Background: an optimization exercise with open tools, aiming at small area, a short achievable clock period and few clock cycles per item. Do not read the settings as production practice. The RTL was checked by simulation tests, not by an equivalence proof against the original design.

==> v39 <==
==> flow/design.v <==
`timescale 1ns / 1ps
module mltp (
  input S, CLK, Clr,
  input [7:0] Binput, Qinput,
  output [7:0] A, Q,
  output reg R  
);
  wire pp0_0, pp0_1, pp0_2, pp0_3, pp0_4, pp0_5, pp0_6, pp0_7, pp1_0, pp1_1, pp1_2, pp1_3, pp1_4, pp1_5, pp1_6, pp1_7, pp2_0, pp2_1, pp2_2, pp2_3, pp2_4, pp2_5, pp2_6, pp2_7, pp3_0, pp3_1, pp3_2, pp3_3, pp3_4, pp3_5, pp3_6, pp3_7, pp4_0, pp4_1, pp4_2, pp4_3, pp4_4, pp4_5, pp4_6, pp4_7, pp5_0, pp5_1, pp5_2, pp5_3, pp5_4, pp5_5, pp5_6, pp5_7, pp6_0, pp6_1, pp6_2, pp6_3, pp6_4, pp6_5, pp6_6, pp6_7, pp7_0, pp7_1, pp7_2, pp7_3, pp7_4, pp7_5, pp7_6, pp7_7, s1, c2, s3, c4, s5, c6, s7, c8, s9, c10, s11, c12, s13, c14, s15, c16, s17, c18, s19, c20, s21, c22, s23, c24, s25, c26, s27, c28, s29, c30, s31, c32, s33, c34, s35, c36, s37, c38, s39, c40, s41, c42, s43, c44, s45, c46, s47, c48, s49, c50, s51, c52, s53, c54, s55, c56, s57, c58, s59, c60, s61, c62, s63, c64, s65, c66, s67, c68, s69, c70, s71, c72, s73, c74, s75, c76, s77, c78, s79, c80, s81, c82, s83, c84, s85, c86, s87, c88, s89, c90, s91, c92, s93, c94;
  assign pp0_0 = Binput[0] & Qinput[0];
  assign pp0_1 = Binput[0] & Qinput[1];
  assign pp0_2 = Binput[0] & Qinput[2];
  assign pp0_3 = Binput[0] & Qinput[3];
  assign pp0_4 = Binput[0] & Qinput[4];
  assign pp0_5 = Binput[0] & Qinput[5];
  assign pp0_6 = Binput[0] & Qinput[6];
  assign pp0_7 = Binput[0] & Qinput[7];
  assign pp1_0 = Binput[1] & Qinput[0];
  assign pp1_1 = Binput[1] & Qinput[1];
  assign pp1_2 = Binput[1] & Qinput[2];
  assign pp1_3 = Binput[1] & Qinput[3];
  assign pp1_4 = Binput[1] & Qinput[4];
  assign pp1_5 = Binput[1] & Qinput[5];
  assign pp1_6 = Binput[1] & Qinput[6];
  assign pp1_7 = Binput[1] & Qinput[7];
  assign pp2_0 = Binput[2] & Qinput[0];
  assign pp2_1 = Binput[2] & Qinput[1];
  assign pp2_2 = Binput[2] & Qinput[2];
  assign pp2_3 = Binput[2] & Qinput[3];
  assign pp2_4 = Binput[2] & Qinput[4];
  assign pp2_5 = Binput[2] & Qinput[5];
  assign pp2_6 = Binput[2] & Qinput[6];
  assign pp2_7 = Binput[2] & Qinput[7];
  assign pp3_0 = Binput[3] & Qinput[0];
  assign pp3_1 = Binput[3] & Qinput[1];
  assign pp3_2 = Binput[3] & Qinput[2];
  assign pp3_3 = Binput[3] & Qinput[3];
  assign pp3_4 = Binput[3] & Qinput[4];
  assign pp3_5 = Binput[3] & Qinput[5];
  assign pp3_6 = Binput[3] & Qinput[6];
  assign pp3_7 = Binput[3] & Qinput[7];
  assign pp4_0 = Binput[4] & Qinput[0];
  assign pp4_1 = Binput[4] & Qinput[1];
  assign pp4_2 = Binput[4] & Qinput[2];
  assign pp4_3 = Binput[4] & Qinput[3];
  assign pp4_4 = Binput[4] & Qinput[4];
  assign pp4_5 = Binput[4] & Qinput[5];
  assign pp4_6 = Binput[4] & Qinput[6];
  assign pp4_7 = Binput[4] & Qinput[7];
  assign pp5_0 = Binput[5] & Qinput[0];
  assign pp5_1 = Binput[5] & Qinput[1];
  assign pp5_2 = Binput[5] & Qinput[2];
  assign pp5_3 = Binput[5] & Qinput[3];
  assign pp5_4 = Binput[5] & Qinput[4];
  assign pp5_5 = Binput[5] & Qinput[5];
  assign pp5_6 = Binput[5] & Qinput[6];
  assign pp5_7 = Binput[5] & Qinput[7];
  assign pp6_0 = Binput[6] & Qinput[0];
  assign pp6_1 = Binput[6] & Qinput[1];
  assign pp6_2 = Binput[6] & Qinput[2];
  assign pp6_3 = Binput[6] & Qinput[3];
  assign pp6_4 = Binput[6] & Qinput[4];
  assign pp6_5 = Binput[6] & Qinput[5];
  assign pp6_6 = Binput[6] & Qinput[6];
  assign pp6_7 = Binput[6] & Qinput[7];
  assign pp7_0 = Binput[7] & Qinput[0];
  assign pp7_1 = Binput[7] & Qinput[1];
  assign pp7_2 = Binput[7] & Qinput[2];
  assign pp7_3 = Binput[7] & Qinput[3];
  assign pp7_4 = Binput[7] & Qinput[4];
  assign pp7_5 = Binput[7] & Qinput[5];
  assign pp7_6 = Binput[7] & Qinput[6];
  assign pp7_7 = Binput[7] & Qinput[7];
  mltp_ha u_s1 (.a(pp0_2), .b(pp1_1), .s(s1), .co(c2));
  mltp_fa u_s3 (.a(pp0_3), .b(pp1_2), .c(pp2_1), .s(s3), .co(c4));
  mltp_ha u_s5 (.a(pp3_0), .b(c2), .s(s5), .co(c6));
  mltp_fa u_s7 (.a(pp0_4), .b(pp1_3), .c(pp2_2), .s(s7), .co(c8));
  mltp_fa u_s9 (.a(pp3_1), .b(pp4_0), .c(c4), .s(s9), .co(c10));
  mltp_ha u_s11 (.a(c6), .b(s7), .s(s11), .co(c12));
  mltp_fa u_s13 (.a(pp0_5), .b(pp1_4), .c(pp2_3), .s(s13), .co(c14));
  mltp_fa u_s15 (.a(pp3_2), .b(pp4_1), .c(pp5_0), .s(s15), .co(c16));
  mltp_fa u_s17 (.a(c8), .b(s13), .c(s15), .s(s17), .co(c18));
  mltp_ha u_s19 (.a(c12), .b(c10), .s(s19), .co(c20));
  mltp_fa u_s21 (.a(pp0_6), .b(pp1_5), .c(pp2_4), .s(s21), .co(c22));
  mltp_fa u_s23 (.a(pp3_3), .b(pp4_2), .c(pp5_1), .s(s23), .co(c24));
  mltp_fa u_s25 (.a(pp6_0), .b(c14), .c(c16), .s(s25), .co(c26));
  mltp_fa u_s27 (.a(s21), .b(s23), .c(c18), .s(s27), .co(c28));
  mltp_ha u_s29 (.a(s25), .b(c20), .s(s29), .co(c30));
  mltp_fa u_s31 (.a(pp0_7), .b(pp1_6), .c(pp2_5), .s(s31), .co(c32));
  mltp_fa u_s33 (.a(pp3_4), .b(pp4_3), .c(pp5_2), .s(s33), .co(c34));
  mltp_fa u_s35 (.a(pp6_1), .b(pp7_0), .c(c22), .s(s35), .co(c36));
  mltp_fa u_s37 (.a(c24), .b(s31), .c(s33), .s(s37), .co(c38));
  mltp_fa u_s39 (.a(c26), .b(s35), .c(s37), .s(s39), .co(c40));
  mltp_ha u_s41 (.a(c28), .b(c30), .s(s41), .co(c42));
  mltp_fa u_s43 (.a(pp1_7), .b(pp2_6), .c(pp3_5), .s(s43), .co(c44));
  mltp_fa u_s45 (.a(pp4_4), .b(pp5_3), .c(pp6_2), .s(s45), .co(c46));
  mltp_fa u_s47 (.a(pp7_1), .b(c32), .c(c34), .s(s47), .co(c48));
  mltp_fa u_s49 (.a(s43), .b(s45), .c(c36), .s(s49), .co(c50));
  mltp_fa u_s51 (.a(c38), .b(s47), .c(s49), .s(s51), .co(c52));
  mltp_ha u_s53 (.a(c40), .b(c42), .s(s53), .co(c54));
  mltp_fa u_s55 (.a(pp2_7), .b(pp3_6), .c(pp4_5), .s(s55), .co(c56));
  mltp_fa u_s57 (.a(pp5_4), .b(pp6_3), .c(pp7_2), .s(s57), .co(c58));
  mltp_fa u_s59 (.a(c44), .b(c46), .c(s55), .s(s59), .co(c60));
  mltp_fa u_s61 (.a(s57), .b(c48), .c(s59), .s(s61), .co(c62));
  mltp_fa u_s63 (.a(c50), .b(s61), .c(c52), .s(s63), .co(c64));
  mltp_fa u_s65 (.a(pp3_7), .b(pp4_6), .c(pp5_5), .s(s65), .co(c66));
  mltp_fa u_s67 (.a(pp6_4), .b(pp7_3), .c(c56), .s(s67), .co(c68));
  mltp_fa u_s69 (.a(c58), .b(s65), .c(s67), .s(s69), .co(c70));
  mltp_fa u_s71 (.a(c60), .b(s69), .c(c62), .s(s71), .co(c72));
  mltp_fa u_s73 (.a(pp4_7), .b(pp5_6), .c(pp6_5), .s(s73), .co(c74));
  mltp_fa u_s75 (.a(pp7_4), .b(c66), .c(s73), .s(s75), .co(c76));
  mltp_fa u_s77 (.a(c68), .b(s75), .c(c70), .s(s77), .co(c78));
  mltp_fa u_s79 (.a(pp5_7), .b(pp6_6), .c(pp7_5), .s(s79), .co(c80));
  mltp_fa u_s81 (.a(c74), .b(s79), .c(c76), .s(s81), .co(c82));
  mltp_fa u_s83 (.a(pp6_7), .b(pp7_6), .c(c80), .s(s83), .co(c84));
  mltp_ha u_s85 (.a(pp0_1), .b(pp1_0), .s(s85), .co(c86));
  mltp_fa u_s87 (.a(pp2_0), .b(c86), .c(s1), .s(s87), .co(c88));
  mltp_fa u_s89 (.a(s3), .b(s5), .c(c88), .s(s89), .co(c90));
  mltp_fa u_s91 (.a(s11), .b(s9), .c(c90), .s(s91), .co(c92));
  mltp_fa u_s93 (.a(s17), .b(s19), .c(c92), .s(s93), .co(c94));
  reg r_lo0, r_lo1, r_lo2, r_lo3, r_lo4, r_lo5, r_cin, r_a6, r_b6, r_a7, r_b7, r_a8, r_b8, r_a9, r_b9, r_a10, r_b10, r_a11, r_b11, r_a12, r_b12, r_a13, r_b13, r_a14, r_b14;
  always @(posedge CLK)
    if (S) begin
      r_lo0 <= pp0_0;
      r_lo1 <= s85;
      r_lo2 <= s87;
      r_lo3 <= s89;
      r_lo4 <= s91;
      r_lo5 <= s93;
      r_cin <= c94;
      r_a6 <= s27;
      r_b6 <= s29;
      r_a7 <= s39;
      r_b7 <= s41;
      r_a8 <= s51;
      r_b8 <= s53;
      r_a9 <= c54;
      r_b9 <= s63;
      r_a10 <= s71;
      r_b10 <= c64;
      r_a11 <= s77;
      r_b11 <= c72;
      r_a12 <= s81;
      r_b12 <= c78;
      r_a13 <= s83;
      r_b13 <= c82;
      r_a14 <= pp7_7;
      r_b14 <= c84;
    end
  wire [9:0] hi = {1'b0, r_a14, r_a13, r_a12, r_a11, r_a10, r_a9, r_a8, r_a7, r_a6} + {1'b0, r_b14, r_b13, r_b12, r_b11, r_b10, r_b9, r_b8, r_b7, r_b6} + r_cin;
  assign {A, Q} = {hi, r_lo5, r_lo4, r_lo3, r_lo2, r_lo1, r_lo0};
  always @(posedge CLK or negedge Clr)
    if (~Clr) R <= 1'b0;
    else if (S) R <= 1'b1;
endmodule
module mltp_fa (input a, b, c, output s, co);
  assign s = a ^ b ^ c;
  assign co = (a & b) | (c & (a ^ b));
endmodule
module mltp_ha (input a, b, output s, co);
  assign s = a ^ b;
  assign co = a & b;
endmodule
==> flow/run.sh <==
#!/bin/bash
# synth_recipe.tcl (not shown) runs the flow's synth.tcl, then flattens the netlist and writes it again
# the make line also repeats each setting of config.mk as NAME=value (left out here)
make -C /OpenROAD-flow-scripts/flow DESIGN_CONFIG=/design/flow/config.mk WORK_HOME=/design/flow/orfs CLKGATE_MAP_FILE= SYNTH_SCRIPT=/design/flow/synth_recipe.tcl finish
==> flow/config.mk <==
export PLATFORM = sky130hd
export DESIGN_NAME = mltp
export DESIGN_NICKNAME = mltp
export VERILOG_FILES = /design/flow/design.v
export SDC_FILE = /design/flow/constraint.sdc
export NUM_CORES = 4
export LEC_CHECK = 0
export CAP_MARGIN = 20
export CORE_MARGIN = 2
export CORE_UTILIZATION = 40
export SLEW_MARGIN = 20
export SYNTH_HIERARCHICAL = 1
export SYNTH_MINIMUM_KEEP_SIZE = 0
==> flow/constraint.sdc <==
create_clock -name core_clock -period 5.0 [get_ports {CLK}]
set_input_delay 1.0000 -clock core_clock [delete_from_list [all_inputs] [get_ports {CLK}]]
set_output_delay 1.0000 -clock core_clock [all_outputs]
set_load 0.01 [all_outputs]
==> v33: changes against v39 <==
- SETUP_SLACK_MARGIN: default -> 1.5
==> v26: changes against v39 <==
- CORE_UTILIZATION: 40 -> 60
- SETUP_SLACK_MARGIN: default -> 1.5
==> metrics.json <==
{
  "status": "timing/DRC/antenna clean",
  "pg_clk_uw": 170,
  "grt_use_met2": 0.3774,
  "drt_iter0_markers": 29,
  "internal_power_uw": 715.0,
  "pwr.group.sequential_uw": 319
}
That was v26.
==> metrics.json <==
{
  "adder_cell_share_of_the_synthesized_area": 0.4111,
  "pg_clk_uw": 136,
  "status": "timing/DRC/antenna clean",
  "fin_area_um2": 2924,
  "drt_iter0_markers": 45,
  "post_synth_inst_count": 193,
  "synth_largest_type_area_fraction": 0.3305,
  "holdPathStages": 1,
  "clock_skew_ns": 0,
  "grt_use_met2": 0.1968,
  "synth_top_cells_by_area": "sky130_fd_sc_hd__fa_1 33%, sky130_fd_sc_hd__edfxtp_1 30%, sky130_fd_sc_hd__and2_1 16%",
  "internal_power_uw": 672.1,
  "routed-via-count": 1439
}
That was v33.
==> metrics.json <==
{
  "clockNetworkAreaShare": 0.01877,
  "crit_type": "input pin to flop",
  "drt_iter0_markers": 43,
  "cp_slowest_stage_delay_ns": 0.51,
  "hp-class": "flop to flop",
  "placed_cells": 297,
  "overall_track_demand_over_capacity_in_global_routing": 0.1342,
  "grt_use_met2": 0.1968,
  "status": "timing/DRC/antenna clean",
  "pg_clk_uw": 136,
  "antenna_found_initial": 0,
  "holdPathEnd": "R",
  "area_occupied_by_registers_um2": 775.7
}
That was v39.
Testbench counts of v39, summed over its fixed seeds: cycles 2,048, products 2,048.
Testbench counts of v33, summed over its fixed seeds: cycles 2,048, products 2,048.
Testbench counts of v26, summed over its fixed seeds: cycles 2,048, products 2,048.

separate check: timing with driven ports:
The flow's constraints put no driver on any port. The routed layouts listed below were extracted and timed again, unchanged, in two steps.
Step 1 assumes that a clkbuf_16 drives the clock port and a buf_2 every other input.
Step 2 moves the port delays by t, midway between the first and last clock arrival at a register: inputs arrive t later, outputs are due t later. That takes back most of the time a late clock gives input paths.
Three values: no drivers, after step 1, after step 2; two values: the first two.
run	t (ns)	setup slack, ns	slew at the worst register clock pin (ns)
v39	0.292	1.122 / 1.128 / 0.836	0.09 / 0.09
v33	0.291	1.513 / 1.521 / 1.230	0.09 / 0.09
v26	0.296	1.515 / 1.524 / 1.228	0.09 / 0.09
After both steps setup and hold are still met in every run listed. For v26, which loses most, drivers alone change the setup slack by +0.009 ns; drivers and shift together by -0.287 ns.
